From an optimization exercise on the open Yosys and OpenROAD flow, aimed at small area; shortcuts taken in it are not production practice. Only simulation tests tie the RTL to the original design; equivalence was not proved. Power is estimated from default activity; no workload was simulated.

==> design.v <==
module Sensor_interface #(
    parameter DEBOUNCE_DELAY = 5  
)(
    input wire clk,                 
    input wire reset,               
    input wire raw_entry_sensor,    
    input wire raw_exit_sensor,     
    output reg entry_sensor,        
    output reg exit_sensor,         
    output reg entry_passed,        
    output reg exit_passed          
);
    reg [7:0] entry_counter;        
    reg [7:0] exit_counter;         
    reg entry_detected;             
    reg exit_detected;              
    reg entry_sensor_prev;          
    reg exit_sensor_prev;           
    reg entry_passed_debug;         
    reg exit_passed_debug;          
    always @(posedge clk) begin
        if (reset) begin
            entry_counter <= 8'h0;
            entry_sensor <= 1'b0;
        end
        else begin
            if (raw_entry_sensor != entry_sensor) begin
                if (entry_counter >= DEBOUNCE_DELAY) begin
                    entry_sensor <= raw_entry_sensor;
                    entry_counter <= 8'h0;
                end
                else begin
                    entry_counter <= entry_counter + 1;
                end
            end
            else begin
                entry_counter <= 8'h0;
            end
        end
    end
    always @(posedge clk) begin
        if (reset) begin
            exit_counter <= 8'h0;
            exit_sensor <= 1'b0;
        end
        else begin
            if (raw_exit_sensor != exit_sensor) begin
                if (exit_counter >= DEBOUNCE_DELAY) begin
                    exit_sensor <= raw_exit_sensor;
                    exit_counter <= 8'h0;
                end
                else begin
                    exit_counter <= exit_counter + 1;
                end
            end
            else begin
                exit_counter <= 8'h0;
            end
        end
    end
    always @(posedge clk) begin
        if (reset) begin
            entry_passed <= 1'b0;
            exit_passed <= 1'b0;
            entry_detected <= 1'b0;
            exit_detected <= 1'b0;
            entry_sensor_prev <= 1'b0;
            exit_sensor_prev <= 1'b0;
            entry_passed_debug <= 1'b0;
            exit_passed_debug <= 1'b0;
        end
        else begin
            entry_sensor_prev <= entry_sensor;
            exit_sensor_prev <= exit_sensor;
            entry_passed <= 1'b0;
            exit_passed <= 1'b0;
            if (entry_sensor && !entry_sensor_prev) begin
                entry_detected <= 1'b1;
            end
            else if (!entry_sensor && entry_sensor_prev && entry_detected) begin
                entry_detected <= 1'b0;
                entry_passed <= 1'b1;
                entry_passed_debug <= 1'b1;   
            end
            if (exit_sensor && !exit_sensor_prev) begin
                exit_detected <= 1'b1;
            end
            else if (!exit_sensor && exit_sensor_prev && exit_detected) begin
                exit_detected <= 1'b0;
                exit_passed <= 1'b1;
                exit_passed_debug <= 1'b1;   
            end
            if (raw_entry_sensor == 1'b0 && entry_sensor_prev == 1'b1) begin
                entry_passed <= 1'b1;
            end
            if (raw_exit_sensor == 1'b0 && exit_sensor_prev == 1'b1) begin
                exit_passed <= 1'b1;
            end
        end
    end
endmodule
module Vehicle_counter #(
    parameter MAX_CAPACITY = 63   
)(
    input wire clk,               
    input wire reset,             
    input wire entry_passed,      
    input wire exit_passed,       
    input wire [5:0] max_capacity,  
    output reg [5:0] vehicle_count,     
    output reg [5:0] available_spaces,  
    output reg parking_full             
);
    always @(posedge clk) begin
        if (reset) begin
            vehicle_count <= 6'b000000;
            available_spaces <= max_capacity;
            parking_full <= 1'b0;
        end
        else begin
            if (entry_passed && !parking_full) begin
                if (vehicle_count < max_capacity) begin
                    vehicle_count <= vehicle_count + 1'b1;
                    available_spaces <= available_spaces - 1'b1;
                    if (vehicle_count + 1'b1 >= max_capacity) begin
                        parking_full <= 1'b1;
                    end
                end
            end
            if (exit_passed && vehicle_count > 0) begin
                vehicle_count <= vehicle_count - 1'b1;
                available_spaces <= available_spaces + 1'b1;
                parking_full <= 1'b0;  
            end
        end
    end
endmodule
module Barrier_control #(
    parameter BARRIER_DELAY = 10   
)(
    input wire clk,               
    input wire reset,             
    input wire open_entry,        
    input wire open_exit,         
    input wire close_entry,       
    input wire close_exit,        
    input wire emergency,         
    input wire vehicle_direction,  
    output reg entry_barrier,     
    output reg exit_barrier,      
    output wire [1:0] barrier_status  
);
    localparam BARRIERS_CLOSED = 2'b00;
    localparam ENTRY_OPEN = 2'b01;
    localparam EXIT_OPEN = 2'b10;
    localparam BOTH_OPEN = 2'b11;
    reg [9:0] entry_delay_counter;
    reg [9:0] exit_delay_counter;
    reg entry_opening;
    reg exit_opening;
    reg entry_closing;
    reg exit_closing;
    assign barrier_status = {exit_barrier, entry_barrier};
    always @(posedge clk) begin
        if (reset) begin
            entry_barrier <= 1'b0;   
            exit_barrier <= 1'b0;    
            entry_delay_counter <= 10'd0;
            exit_delay_counter <= 10'd0;
            entry_opening <= 1'b0;
            exit_opening <= 1'b0;
            entry_closing <= 1'b0;
            exit_closing <= 1'b0;
        end else begin
            if (emergency) begin
                entry_barrier <= 1'b1;   
                exit_barrier <= 1'b1;    
                entry_delay_counter <= 10'd0;
                exit_delay_counter <= 10'd0;
                entry_opening <= 1'b0;
                exit_opening <= 1'b0;
                entry_closing <= 1'b0;
                exit_closing <= 1'b0;
            end else begin
                if (open_entry && !entry_closing && !entry_barrier) begin
                    entry_opening <= 1'b1;
                    entry_delay_counter <= 10'd0;
                end else if (close_entry && !entry_opening) begin
                    entry_closing <= 1'b1;
                    entry_delay_counter <= 10'd0;
                end
                if (open_exit && !exit_closing && !exit_barrier) begin
                    exit_opening <= 1'b1;
                    exit_delay_counter <= 10'd0;
                end else if (close_exit && !exit_opening) begin
                    exit_closing <= 1'b1;
                    exit_delay_counter <= 10'd0;
                end
                if (entry_opening) begin
                    if (entry_delay_counter >= BARRIER_DELAY) begin
                        entry_barrier <= 1'b1;   
                        entry_opening <= 1'b0;
                    end else begin
                        entry_delay_counter <= entry_delay_counter + 10'd1;
                    end
                end else if (entry_closing) begin
                    if (entry_delay_counter >= BARRIER_DELAY / 2) begin   
                        entry_barrier <= 1'b0;   
                        entry_closing <= 1'b0;
                    end else begin
                        entry_delay_counter <= entry_delay_counter + 10'd1;
                    end
                end
                if (exit_opening) begin
                    if (exit_delay_counter >= BARRIER_DELAY) begin
                        exit_barrier <= 1'b1;   
                        exit_opening <= 1'b0;
                    end else begin
                        exit_delay_counter <= exit_delay_counter + 10'd1;
                    end
                end else if (exit_closing) begin
                    if (exit_delay_counter >= BARRIER_DELAY / 2) begin   
                        exit_barrier <= 1'b0;   
                        exit_closing <= 1'b0;
                    end else begin
                        exit_delay_counter <= exit_delay_counter + 10'd1;
                    end
                end
                if (close_entry && entry_opening && entry_delay_counter < BARRIER_DELAY/2) begin
                    entry_opening <= 1'b0;
                    entry_closing <= 1'b1;
                    entry_delay_counter <= 10'd0;
                end
                if (close_exit && exit_opening && exit_delay_counter < BARRIER_DELAY/2) begin
                    exit_opening <= 1'b0;
                    exit_closing <= 1'b1;
                    exit_delay_counter <= 10'd0;
                end
            end
        end
    end
endmodule
module Fsm_control (
    input wire clk,               
    input wire reset,             
    input wire entry_sensor,      
    input wire exit_sensor,       
    input wire entry_passed,      
    input wire exit_passed,       
    input wire parking_full,      
    input wire [3:0] card_id,     
    input wire card_valid,        
    input wire emergency,         
    input wire [1:0] barrier_status,  
    input wire fee_valid,         
    output reg [2:0] current_state,  
    output reg open_entry,       
    output reg open_exit,        
    output reg close_entry,      
    output reg close_exit,       
    output reg alarm,            
    output reg calculate_fee,    
    output reg verify_card       
);
    localparam IDLE = 3'b000;
    localparam VEHICLE_DETECTED = 3'b001;
    localparam CARD_VERIFICATION = 3'b010;
    localparam OPEN_BARRIER = 3'b011;
    localparam VEHICLE_PASSING = 3'b100;
    localparam CLOSE_BARRIER = 3'b101;
    localparam UPDATE_COUNT = 3'b110;
    localparam EMERGENCY_MODE = 3'b111;
    reg [9:0] timeout_counter;
    localparam TIMEOUT_MAX = 10'd300;          
    localparam VEHICLE_PASSING_TIMEOUT = 10'd600;   
    reg is_entry_direction;   
    reg card_verified;        
    reg entry_in_progress;    
    reg exit_in_progress;     
    reg alarm_triggered;      
    reg [3:0] prev_card_id;   
    reg card_check_done;      
    reg idle_stabilized;      
    always @(posedge clk) begin
        if (reset) begin
            current_state <= IDLE;
            open_entry <= 1'b0;
            open_exit <= 1'b0;
            close_entry <= 1'b0;
            close_exit <= 1'b0;
            alarm <= 1'b0;
            calculate_fee <= 1'b0;
            verify_card <= 1'b0;
            timeout_counter <= 10'd0;
            is_entry_direction <= 1'b0;
            card_verified <= 1'b0;
            entry_in_progress <= 1'b0;
            exit_in_progress <= 1'b0;
            alarm_triggered <= 1'b0;
            prev_card_id <= 4'b0000;
            card_check_done <= 1'b0;
            idle_stabilized <= 1'b0;
        end else begin
            open_entry <= 1'b0;
            open_exit <= 1'b0;
            close_entry <= 1'b0;
            close_exit <= 1'b0;
            alarm <= alarm_triggered;  
            calculate_fee <= 1'b0;
            verify_card <= 1'b0;
            prev_card_id <= card_id;
            if (emergency) begin
                current_state <= EMERGENCY_MODE;
                open_entry <= 1'b1;
                open_exit <= 1'b1;
                entry_in_progress <= 1'b0;
                exit_in_progress <= 1'b0;
                alarm_triggered <= 1'b0;  
                card_check_done <= 1'b0;
                idle_stabilized <= 1'b0;
                timeout_counter <= 10'd0;
            end else begin
                case (current_state)
                    IDLE: begin
                        alarm_triggered <= 1'b0;
                        card_check_done <= 1'b0;
                        if (timeout_counter < 5) begin
                            timeout_counter <= timeout_counter + 10'd1;
                            idle_stabilized <= (timeout_counter == 4);
                        end else begin
                            if (entry_sensor && !entry_in_progress && idle_stabilized) begin
                                if (parking_full) begin
                                    alarm <= 1'b1;
                                    alarm_triggered <= 1'b1;
                                end else begin
                                    is_entry_direction <= 1'b1;
                                    entry_in_progress <= 1'b1;
                                    verify_card <= 1'b1;
                                    current_state <= CARD_VERIFICATION;
                                    timeout_counter <= 10'd0;
                                    idle_stabilized <= 1'b0;
                                end
                            end
                            if (exit_sensor && !exit_in_progress && idle_stabilized) begin
                                is_entry_direction <= 1'b0;
                                exit_in_progress <= 1'b1;
                                calculate_fee <= 1'b1;
                                if (!entry_in_progress) begin
                                    current_state <= VEHICLE_DETECTED;
                                    timeout_counter <= 10'd0;
                                    idle_stabilized <= 1'b0;
                                end
                            end
                        end
                        close_entry <= 1'b1;
                        close_exit <= 1'b1;
                    end
                    VEHICLE_DETECTED: begin
                        if (is_entry_direction && entry_in_progress) begin
                            if (parking_full) begin
                                alarm <= 1'b1;
                                alarm_triggered <= 1'b1;
                                entry_in_progress <= 1'b0;
                                current_state <= IDLE;
                                timeout_counter <= 10'd0;
                            end else begin
                                verify_card <= 1'b1;
                                current_state <= CARD_VERIFICATION;
                                timeout_counter <= 10'd0;
                            end
                        end else if (!is_entry_direction && exit_in_progress) begin
                            if (fee_valid) begin
                                current_state <= OPEN_BARRIER;
                                timeout_counter <= 10'd0;
                            end
                        end else begin
                            current_state <= IDLE;
                            entry_in_progress <= 1'b0;
                            exit_in_progress <= 1'b0;
                            timeout_counter <= 10'd0;
                        end
                        if (timeout_counter >= TIMEOUT_MAX) begin
                            current_state <= IDLE;
                            entry_in_progress <= 1'b0;
                            exit_in_progress <= 1'b0;
                            timeout_counter <= 10'd0;
                        end else begin
                            timeout_counter <= timeout_counter + 10'd1;
                        end
                    end
                    CARD_VERIFICATION: begin
                        if ((card_id != prev_card_id || timeout_counter == 0) && !card_check_done) begin
                            card_check_done <= 1'b1;  
                            if (card_valid) begin
                                card_verified <= 1'b1;   
                                alarm_triggered <= 1'b0;  
                                current_state <= OPEN_BARRIER;
                                timeout_counter <= 10'd0;
                            end else begin
                                alarm <= 1'b1;
                                alarm_triggered <= 1'b1;
                                card_verified <= 1'b0;   
                                if (timeout_counter >= 20) begin
                                    entry_in_progress <= 1'b0;  
                                    current_state <= IDLE;
                                    timeout_counter <= 10'd0;
                                end
                            end
                        end
                        if (timeout_counter >= 50 && !card_valid) begin
                            current_state <= IDLE;
                            entry_in_progress <= 1'b0;
                            exit_in_progress <= 1'b0;
                            timeout_counter <= 10'd0;
                        end else if (timeout_counter >= TIMEOUT_MAX) begin
                            current_state <= IDLE;
                            entry_in_progress <= 1'b0;
                            exit_in_progress <= 1'b0;
                            timeout_counter <= 10'd0;
                        end else begin
                            timeout_counter <= timeout_counter + 10'd1;
                        end
                    end
                    OPEN_BARRIER: begin
                        if (is_entry_direction && entry_in_progress && card_verified) begin
                            open_entry <= 1'b1;
                            current_state <= VEHICLE_PASSING;
                            timeout_counter <= 10'd0;
                        end else if (!is_entry_direction && exit_in_progress) begin
                            open_exit <= 1'b1;
                            current_state <= VEHICLE_PASSING;
                            timeout_counter <= 10'd0;
                        end else begin
                            entry_in_progress <= 1'b0;
                            current_state <= IDLE;
                            timeout_counter <= 10'd0;
                        end
                    end
                    VEHICLE_PASSING: begin
                        if (is_entry_direction && entry_in_progress) begin
                            open_entry <= 1'b1;
                            if (entry_passed) begin
                                current_state <= CLOSE_BARRIER;
                                timeout_counter <= 10'd0;
                            end
                        end else if (!is_entry_direction && exit_in_progress) begin
                            open_exit <= 1'b1;
                            if (exit_passed) begin
                                current_state <= CLOSE_BARRIER;
                                timeout_counter <= 10'd0;
                            end
                        end else begin
                            current_state <= CLOSE_BARRIER;
                            timeout_counter <= 10'd0;
                        end
                        if (timeout_counter >= VEHICLE_PASSING_TIMEOUT) begin
                            current_state <= CLOSE_BARRIER;
                            timeout_counter <= 10'd0;
                        end else begin
                            timeout_counter <= timeout_counter + 10'd1;
                        end
                    end
                    CLOSE_BARRIER: begin
                        if (is_entry_direction && entry_in_progress && entry_passed) begin
                            close_entry <= 1'b1;
                            current_state <= UPDATE_COUNT;
                            timeout_counter <= 10'd0;
                        end else if (!is_entry_direction && exit_in_progress && exit_passed) begin
                            close_exit <= 1'b1;
                            current_state <= UPDATE_COUNT;
                            timeout_counter <= 10'd0;
                        end else begin
                            close_entry <= 1'b1;
                            close_exit <= 1'b1;
                            current_state <= IDLE;
                            entry_in_progress <= 1'b0;
                            exit_in_progress <= 1'b0;
                            timeout_counter <= 10'd0;
                        end
                    end
                    UPDATE_COUNT: begin
                        card_verified <= 1'b0;   
                        card_check_done <= 1'b0;  
                        if (is_entry_direction) entry_in_progress <= 1'b0;
                        if (!is_entry_direction) exit_in_progress <= 1'b0;
                        if (entry_in_progress || exit_in_progress) begin
                            current_state <= VEHICLE_DETECTED;
                            timeout_counter <= 10'd0;
                        end else begin
                            current_state <= IDLE;
                            timeout_counter <= 10'd0;
                        end
                    end
                    EMERGENCY_MODE: begin
                        open_entry <= 1'b1;
                        open_exit <= 1'b1;
                        alarm_triggered <= 1'b0;  
                        if (!emergency) begin
                            current_state <= IDLE;
                            entry_in_progress <= 1'b0;
                            exit_in_progress <= 1'b0;
                            timeout_counter <= 10'd0;
                        end
                    end
                    default: current_state <= IDLE;
                endcase
            end
        end
    end
endmodule
module Fee_calculator (
    input wire clk,               
    input wire reset,             
    input wire [31:0] entry_time,  
    input wire [31:0] exit_time,   
    input wire [7:0] vehicle_id,   
    input wire calculate_fee,      
    output reg [7:0] fee_amount,   
    output reg fee_valid           
);
    parameter BASE_FEE = 8'd10;          
    parameter HOURLY_RATE = 8'd5;        
    parameter MINIMUM_TIME = 32'd60;     
    reg [31:0] parking_duration;         
    reg [7:0] hours_parked;              
    reg calculation_in_progress;         
    reg [1:0] calculation_state;         
    localparam IDLE = 2'b00;
    localparam CALC_DURATION = 2'b01;
    localparam CALC_FEE = 2'b10;
    localparam COMPLETE = 2'b11;
    always @(posedge clk) begin
        if (reset) begin
            fee_amount <= 8'd0;
            fee_valid <= 1'b0;
            parking_duration <= 32'd0;
            hours_parked <= 8'd0;
            calculation_in_progress <= 1'b0;
            calculation_state <= IDLE;
        end else begin
            fee_valid <= 1'b0;
            case (calculation_state)
                IDLE: begin
                    if (calculate_fee) begin
                        calculation_state <= CALC_DURATION;
                        calculation_in_progress <= 1'b1;
                    end
                end
                CALC_DURATION: begin
                    if (exit_time >= entry_time) begin
                        parking_duration <= exit_time - entry_time;
                        if ((exit_time - entry_time) == 0) begin
                            hours_parked <= 8'd1;
                        end else if ((exit_time - entry_time) % MINIMUM_TIME > 0) begin
                            hours_parked <= ((exit_time - entry_time) / MINIMUM_TIME) + 8'd1;
                        end else begin
                            hours_parked <= (exit_time - entry_time) / MINIMUM_TIME;
                        end
                    end else begin
                        parking_duration <= 32'd0;
                        hours_parked <= 8'd0;
                    end
                    calculation_state <= CALC_FEE;
                end
                CALC_FEE: begin
                    fee_amount <= BASE_FEE + (HOURLY_RATE * hours_parked);
                    calculation_state <= COMPLETE;
                end
                COMPLETE: begin
                    fee_valid <= 1'b1;
                    calculation_in_progress <= 1'b0;
                    calculation_state <= IDLE;
                end
                default: calculation_state <= IDLE;
            endcase
        end
    end
endmodule
module Display_module (
    input wire clk,               
    input wire reset,             
    input wire [5:0] vehicle_count,      
    input wire [5:0] available_spaces,   
    input wire [2:0] current_state,      
    input wire [1:0] barrier_status,     
    input wire alarm,                    
    input wire [7:0] fee_amount,         
    output reg [7:0] segment_display,    
    output reg [3:0] digit_select,       
    output reg [3:0] led_indicators      
);
    parameter REFRESH_RATE = 1000;   
    reg [9:0] refresh_counter;       
    reg [1:0] digit_index;           
    reg [3:0] current_digit;         
    function [7:0] get_segment_pattern;
        input [3:0] digit;
        begin
            case (digit)
                4'h0: get_segment_pattern = 8'b11000000;   
                4'h1: get_segment_pattern = 8'b11111001;   
                4'h2: get_segment_pattern = 8'b10100100;   
                4'h3: get_segment_pattern = 8'b10110000;   
                4'h4: get_segment_pattern = 8'b10011001;   
                4'h5: get_segment_pattern = 8'b10010010;   
                4'h6: get_segment_pattern = 8'b10000010;   
                4'h7: get_segment_pattern = 8'b11111000;   
                4'h8: get_segment_pattern = 8'b10000000;   
                4'h9: get_segment_pattern = 8'b10010000;   
                default: get_segment_pattern = 8'b11111111;  
            endcase
        end
    endfunction
    always @(posedge clk) begin
        if (reset) begin
            refresh_counter <= 10'd0;
            digit_index <= 2'd0;
            segment_display <= 8'b11111111;  
            digit_select <= 4'b1111;         
            current_digit <= 4'd0;
        end else begin
            if (refresh_counter < REFRESH_RATE) begin
                refresh_counter <= refresh_counter + 1'b1;
            end else begin
                refresh_counter <= 10'd0;
                digit_index <= digit_index + 1'b1;
                case (digit_index)
                    2'b00: begin
                        digit_select <= 4'b1110;  
                        current_digit <= available_spaces[3:0];  
                    end
                    2'b01: begin
                        digit_select <= 4'b1101;  
                        current_digit <= {2'b00, available_spaces[5:4]};  
                    end
                    2'b10: begin
                        digit_select <= 4'b1011;  
                        current_digit <= vehicle_count[3:0];  
                    end
                    2'b11: begin
                        digit_select <= 4'b0111;  
                        current_digit <= {2'b00, vehicle_count[5:4]};  
                    end
                endcase
                segment_display <= get_segment_pattern(current_digit);
            end
        end
    end
    always @(posedge clk) begin
        if (reset) begin
            led_indicators <= 4'b0000;
        end else begin
            led_indicators[0] <= (available_spaces > 0) ? 1'b1 : 1'b0;
            led_indicators[1] <= (barrier_status != 2'b00) ? 1'b1 : 1'b0;
            led_indicators[2] <= (current_state == 3'b111) ? refresh_counter[9] : 1'b0;
            led_indicators[3] <= alarm;
        end
    end
endmodule
module Smart_parking_system #(
    parameter MAX_CAPACITY = 63,   
    parameter DEBOUNCE_DELAY = 5,  
    parameter BARRIER_DELAY = 10   
)(
    input wire clk,               
    input wire reset,             
    input wire raw_entry_sensor,  
    input wire raw_exit_sensor,   
    input wire [3:0] card_id,     
    input wire emergency,         
    output wire entry_barrier,    
    output wire exit_barrier,     
    output wire [5:0] available_spaces,  
    output wire [7:0] segment_display,   
    output wire [3:0] digit_select,      
    output wire parking_full,            
    output wire alarm,                   
    output wire [3:0] led_indicators,    
    output wire [7:0] fee_amount         
);
    wire entry_sensor;
    wire exit_sensor;
    wire entry_passed_internal;
    wire exit_passed;
    wire [2:0] current_state;
    wire open_entry;
    wire open_exit;
    wire close_entry;
    wire close_exit;
    wire calculate_fee;
    wire verify_card;
    wire [1:0] barrier_status;
    wire [5:0] vehicle_count;
    wire fee_valid;
    wire card_valid;
    assign card_valid = (card_id != 4'b0000);  
    reg [15:0] entry_time_storage0;   
    reg [15:0] entry_time_storage1;
    reg [15:0] entry_time_storage2;
    reg [15:0] entry_time_storage3;
    reg [15:0] entry_time_storage4;
    reg [15:0] entry_time_storage5;
    reg [15:0] entry_time_storage6;
    reg [15:0] entry_time_storage7;
    reg [15:0] entry_time_storage8;
    reg [15:0] entry_time_storage9;
    reg [15:0] entry_time_storage10;
    reg [15:0] entry_time_storage11;
    reg [15:0] entry_time_storage12;
    reg [15:0] entry_time_storage13;
    reg [15:0] entry_time_storage14;
    reg [15:0] entry_time_storage15;
    reg [15:0] current_time;              
    reg [15:0] entry_time;                
    reg [15:0] exit_time;                 
    reg [7:0] vehicle_id;                 
    reg [3:0] last_entry_id;              
    reg [3:0] last_exit_id;               
    always @(posedge clk) begin
        if (reset) begin
            current_time <= 16'd0;
            entry_time <= 16'd0;
            exit_time <= 16'd0;
            vehicle_id <= 8'd0;
            last_entry_id <= 4'd0;
            last_exit_id <= 4'd0;
            entry_time_storage0 <= 16'd0;
            entry_time_storage1 <= 16'd0;
            entry_time_storage2 <= 16'd0;
            entry_time_storage3 <= 16'd0;
            entry_time_storage4 <= 16'd0;
            entry_time_storage5 <= 16'd0;
            entry_time_storage6 <= 16'd0;
            entry_time_storage7 <= 16'd0;
            entry_time_storage8 <= 16'd0;
            entry_time_storage9 <= 16'd0;
            entry_time_storage10 <= 16'd0;
            entry_time_storage11 <= 16'd0;
            entry_time_storage12 <= 16'd0;
            entry_time_storage13 <= 16'd0;
            entry_time_storage14 <= 16'd0;
            entry_time_storage15 <= 16'd0;
        end
        else begin
            current_time <= current_time + 16'd1;
            if (entry_passed_internal) begin
                last_entry_id <= last_entry_id + 4'd1;
                case(last_entry_id)
                    4'd0: entry_time_storage0 <= current_time;
                    4'd1: entry_time_storage1 <= current_time;
                    4'd2: entry_time_storage2 <= current_time;
                    4'd3: entry_time_storage3 <= current_time;
                    4'd4: entry_time_storage4 <= current_time;
                    4'd5: entry_time_storage5 <= current_time;
                    4'd6: entry_time_storage6 <= current_time;
                    4'd7: entry_time_storage7 <= current_time;
                    4'd8: entry_time_storage8 <= current_time;
                    4'd9: entry_time_storage9 <= current_time;
                    4'd10: entry_time_storage10 <= current_time;
                    4'd11: entry_time_storage11 <= current_time;
                    4'd12: entry_time_storage12 <= current_time;
                    4'd13: entry_time_storage13 <= current_time;
                    4'd14: entry_time_storage14 <= current_time;
                    4'd15: entry_time_storage15 <= current_time;
                endcase
                vehicle_id <= {4'd0, last_entry_id};  
            end
            if (exit_passed) begin
                last_exit_id <= last_exit_id + 4'd1;
                case(last_exit_id)
                    4'd0: entry_time <= entry_time_storage0;
                    4'd1: entry_time <= entry_time_storage1;
                    4'd2: entry_time <= entry_time_storage2;
                    4'd3: entry_time <= entry_time_storage3;
                    4'd4: entry_time <= entry_time_storage4;
                    4'd5: entry_time <= entry_time_storage5;
                    4'd6: entry_time <= entry_time_storage6;
                    4'd7: entry_time <= entry_time_storage7;
                    4'd8: entry_time <= entry_time_storage8;
                    4'd9: entry_time <= entry_time_storage9;
                    4'd10: entry_time <= entry_time_storage10;
                    4'd11: entry_time <= entry_time_storage11;
                    4'd12: entry_time <= entry_time_storage12;
                    4'd13: entry_time <= entry_time_storage13;
                    4'd14: entry_time <= entry_time_storage14;
                    4'd15: entry_time <= entry_time_storage15;
                endcase
                exit_time <= current_time;
                vehicle_id <= {4'd0, last_exit_id};  
            end
        end
    end
    wire entry_passed;
    assign entry_passed = entry_passed_internal & card_valid;
    Sensor_interface #(
        .DEBOUNCE_DELAY(DEBOUNCE_DELAY)
    ) sensor_interface_inst (
        .clk(clk),
        .reset(reset),
        .raw_entry_sensor(raw_entry_sensor),
        .raw_exit_sensor(raw_exit_sensor),
        .entry_sensor(entry_sensor),
        .exit_sensor(exit_sensor),
        .entry_passed(entry_passed_internal),
        .exit_passed(exit_passed)
    );
    Vehicle_counter #(
        .MAX_CAPACITY(MAX_CAPACITY)
    ) vehicle_counter_inst (
        .clk(clk),
        .reset(reset),
        .entry_passed(entry_passed),
        .exit_passed(exit_passed),
        .max_capacity(MAX_CAPACITY[5:0]),
        .vehicle_count(vehicle_count),
        .available_spaces(available_spaces),
        .parking_full(parking_full)
    );
    Barrier_control #(
        .BARRIER_DELAY(BARRIER_DELAY)
    ) barrier_control_inst (
        .clk(clk),
        .reset(reset),
        .open_entry(open_entry),
        .open_exit(open_exit),
        .close_entry(close_entry),
        .close_exit(close_exit),
        .emergency(emergency),
        .vehicle_direction(exit_sensor),  
        .entry_barrier(entry_barrier),
        .exit_barrier(exit_barrier),
        .barrier_status(barrier_status)
    );
    Fsm_control fsm_control_inst (
        .clk(clk),
        .reset(reset),
        .entry_sensor(entry_sensor),
        .exit_sensor(exit_sensor),
        .entry_passed(entry_passed),
        .exit_passed(exit_passed),
        .parking_full(parking_full),
        .card_id(card_id),
        .card_valid(card_valid),
        .emergency(emergency),
        .barrier_status(barrier_status),
        .fee_valid(fee_valid),
        .current_state(current_state),
        .open_entry(open_entry),
        .open_exit(open_exit),
        .close_entry(close_entry),
        .close_exit(close_exit),
        .alarm(alarm),
        .calculate_fee(calculate_fee),
        .verify_card(verify_card)
    );
    Fee_calculator fee_calculator_inst (
        .clk(clk),
        .reset(reset),
        .entry_time({16'd0, entry_time}),
        .exit_time({16'd0, exit_time}),
        .vehicle_id(vehicle_id),
        .calculate_fee(calculate_fee),
        .fee_amount(fee_amount),
        .fee_valid(fee_valid)
    );
    Display_module display_module_inst (
        .clk(clk),
        .reset(reset),
        .vehicle_count(vehicle_count),
        .available_spaces(available_spaces),
        .current_state(current_state),
        .barrier_status(barrier_status),
        .alarm(alarm),
        .fee_amount(fee_amount),
        .segment_display(segment_display),
        .digit_select(digit_select),
        .led_indicators(led_indicators)
    );
endmodule
==> run.sh <==
#!/bin/bash
# synth_recipe.tcl (not shown) runs the flow's synth.tcl, then flattens the netlist and writes it again
# the make line also repeats each setting of config.mk as NAME=value (left out here)
make -C /OpenROAD-flow-scripts/flow DESIGN_CONFIG=/design/flow/config.mk WORK_HOME=/design/flow/orfs CLKGATE_MAP_FILE= SYNTH_SCRIPT=/design/flow/synth_recipe.tcl finish
==> config.mk <==
export PLATFORM = sky130hd
export DESIGN_NAME = Smart_parking_system
export DESIGN_NICKNAME = Smart_parking_system
export VERILOG_FILES = /design/flow/design.v
export SDC_FILE = /design/flow/constraint.sdc
export NUM_CORES = 4
export LEC_CHECK = 0
export CAP_MARGIN = 20
export CORE_MARGIN = 2
export CORE_UTILIZATION = 40
export SLEW_MARGIN = 20
==> constraint.sdc <==
create_clock -name core_clock -period 12.0 [get_ports {clk}]
set_input_delay 2.4000 -clock core_clock [delete_from_list [all_inputs] [get_ports {clk}]]
set_output_delay 2.4000 -clock core_clock [all_outputs]
set_load 0.01 [all_outputs]
==> flow_summary.ini <==
[outcome]
outcome = timing/DRC/antenna clean

[clock_network]
clock_latency_ns = 0.62
clk_path_buf_depth = 3
cts_resized = 0
clock-root-buffer = clkbuf_16
post-cts-setup-buffers = 0
cts_buffers = 47
cts_hold_buf = 0
cts.sinks = 455
cts_tree = yes
clk_pin_slew_worst_paths_ns = 0.06
h-tree-depth = 2

[timing]
fmax_mhz = 127
timing.setup.tns_ns = 0
slew_violations = 0
maxSlewHeadroom_pct = 25.1
rsz0062_at_grt = no
min_period_ns = 7.90
worst_slew_pin_slew_ns = 1.12
hold_viol = 0
fin_crit_sh_pct = 65.9
finClkSkew_ns = 0.0574
setup_viol = 0

[logic_synthesis]
synth_compound_area_share_pct = 21.6
synth_xor_area_share_pct = 3.20
netlist_area_sq_mm = 0.0225
synth.distinct_cells = 94
synth_edf_count = 0
async_reset_ff_share_pct = 0
synth_simple_gate_area_share_pct = 23.4
yosysSeqAreaShare_pct = 40.5
synth_top_area_cell = dfxtp_1
synthCells = 2882
synth_fa_ha_area_share_pct = 4.54
syn_area_per_cell_sq_um = 7.79
synth-seq-cells = 455
synthMuxAreaShare_pct = 1.84
synthTopCellsByArea = dfxtp_1, nand2_1, a21oi_1, ha_1, nor2_1
yosysWarnings = 7
synthFlopType = dfxtp_1
yosys.area.top_type_share_pct = 40.5
synth_top_family_by_area = simple AND/OR/NAND/NOR gates

[critical_path]
cp_num_cells = 25
critPathLaunchType = register
critPathMaxFanout = 13
crit_arrival_ns = 8.37
path_buf_inv = 1
crit_path_end_kind = register
rrSetupSlack_ns = 4.10
reg2reg_from = exit_time[0]
critPathKind = register to register
slowest_stage = a221oi_1
reg2regPathDepth = 25
crit_required_ns = 12.47
r2r-end = fee_calculator_inst.hours_parked[4]
path_delay_family = compound AO/OA/AOI/OAI gates
cpPeakStageDelay_ns = 0.81

[pwr]
peakVddDrop_uv = 99.4
p_leak_nw = 8.64
power_density_mw_per_mm2 = 136

[global_route]
grt_util_all_layers_pct = 23.4
grt_pass1_wl_microns = 107000
antenna_found_initial = 0
grt_pass1_vias = 18800
grt_start_max_net_pins = 125
grt_overflow = 0

[place]
place_congestion = 0.862
io_buffers = 41
post-dp-hpwl_microns = 44100
dp_cells = 3492
dpl_cell_area_sq_mm = 0.0232

[floorplan]
rows = 86
die_h_microns = 241
die_area_sq_mm = 0.0581
die_x_microns = 241
core_sq_mm = 0.0553
io_pins = 43
start_util_pct = 40.6

[route]
routed_wl_microns = 68400
drc = 0
via_per_inst = 5.66
wire_per_inst_microns = 19.1
first_iter_violations = 1765
vias = 20300
postRouteAntennaNets = 0
firstDrtPassIters = 6

[finish]
final_util_pct = 45.0
drive_gt1_share_pct = 5.12
final_cells = 3579
area_growth_pct = 10.8
layout_common_cells = nand2_1, dfxtp_1, a21oi_1
num_antenna_cells = 0
fin_nets = 2881
layout_commonest_cell = nand2_1
stdcell_area_sq_mm = 0.0249

[worst_hold_path]
hp-class = register to register
whs_path_depth = 2
hp-start = entry_time_storage9[7]
holdPathEnd = entry_time_storage9[7]

[run]
drv_cap = 0
metal layers:
layer | share of wire [%] | up-vias | track usage [%]
met5 | 0 | - | 0
met4 | 3.2 | 0 | 8.19
met3 | 7.0 | 158 | 3.58
met2 | 46 | 715 | 38.4
met1 | 44 | 9580 | 31.1
li1 | - | 9804 | -
metrics by stage:
stage / hold slack [ns] / power, mW / setup WS [ns]
2_1_floorplan: 0.426 / 1.78 / 5.51
3_3_place_gp: 0.439 / 1.85 / 4.31
3_5_place_dp: 0.446 / 1.85 / 4.17
4_1_cts: 0.455 / 3.43 / 4.14
5_1_grt: 0.469 / 3.52 / 3.52
6_report: 0.454 / 3.40 / 4.10
cells in the mapped netlist (all sizes together), types with 31 or more instances:
master  instances
nor2          211
nand4          31
nand3          61
a221oi         31
a21oi         366
a22oi          62
nand2         645
xor2           40
mux2i          36
clkbuf        184
and2           46
xnor2          42
inv            75
o21ai          67
nand2b         38
ha             76
nor3           49
dfxtp         455
worst max path at each step:
stage          slack [ns]    startpoint                             endpoint
3_5_place_dp         4.17  exit_time[0]  fee_calculator_inst.hours_parked[6]
4_1_cts              4.14  exit_time[0]  fee_calculator_inst.hours_parked[6]
3_3_place_gp         4.31  exit_time[0]  fee_calculator_inst.hours_parked[4]
5_1_grt              3.52  exit_time[0]  fee_calculator_inst.hours_parked[6]
6_report             4.10  exit_time[0]  fee_calculator_inst.hours_parked[4]
2_1_floorplan        5.51  exit_time[0]  fee_calculator_inst.hours_parked[4]
report_power, final:
group,internal (mW),switching (mW)
Combinational,0.0957,0.181
Clock,0.932,0.647
Sequential,1.52,0.0172
Total,2.55,0.846
kinds of logic (layout without fill, tap and decap cells):
logic type                 count (synthesis)  after routing
DFF                                      455            455
AOI/OAI and AO/OA                        749            749
muxes                                     40             40
adders and majority gates                 80             80
xor gates and xnor gates                  82             82
and+or+nand+nor                         1191           1191
buffers and inverters                    283            225
other                                      2              9
worst min-delay path, stage by stage, from the launching register on:
cell,delay (ns)
dfxtp_1,0.31
nand2_1,0.05
a21oi_1,0.05
layout make-up:
| class | count | area [sq um] |
|---|---|---|
| well taps | 748 | 936 |
| inverters | 75 | 282 |
| multi-input cells | 2151 | 12300 |
| clock inverters | 23 | 355 |
| clock buffers | 64 | 1320 |
| fillers | 5552 | 30400 |
| flip-flops and latches | 455 | 9110 |
| repair buffers | 63 | 581 |
sequential cells by signal, indices dropped and copies added (netlist names), 16 cells and up, named ones only:
signal / flops
entry_time_storage5: 16
current_time: 16
entry_time_storage9: 16
exit_time: 16
entry_time_storage13: 16
entry_time_storage6: 16
entry_time_storage2: 16
entry_time_storage8: 16
entry_time: 16
entry_time_storage12: 16
entry_time_storage11: 16
entry_time_storage7: 16
entry_time_storage0: 16
entry_time_storage14: 16
entry_time_storage4: 16
entry_time_storage3: 16
entry_time_storage10: 16
entry_time_storage1: 16
entry_time_storage15: 16

-- re-timing with driven ports --
The results above use ideal ports. As a check the final layout listed here was re-extracted and re-timed, cells and wires unchanged.
Step 1, drivers: a clkbuf_16 drives clk and a buf_2 each remaining input, both assumed.
Step 2 also shifts input and output timing later by t, the mid clock arrival at the registers, as if the neighbouring blocks saw the same clock.
Slacks: no drivers / after step 1 / after step 2; pairs: no drivers / after step 1.
shift t [ns]: 0.654
setup slack, ns: 4.095 / 4.095 / 4.095
hold slack, ns: 0.454 / 0.454 / 0.454
worst setup path after step 2: register to register
cell pins on the clock port's net: 1
After both steps setup and hold are still met in this run. The setup slack of this run moves by 0.000 ns with the drivers and by 0.000 ns with both steps.
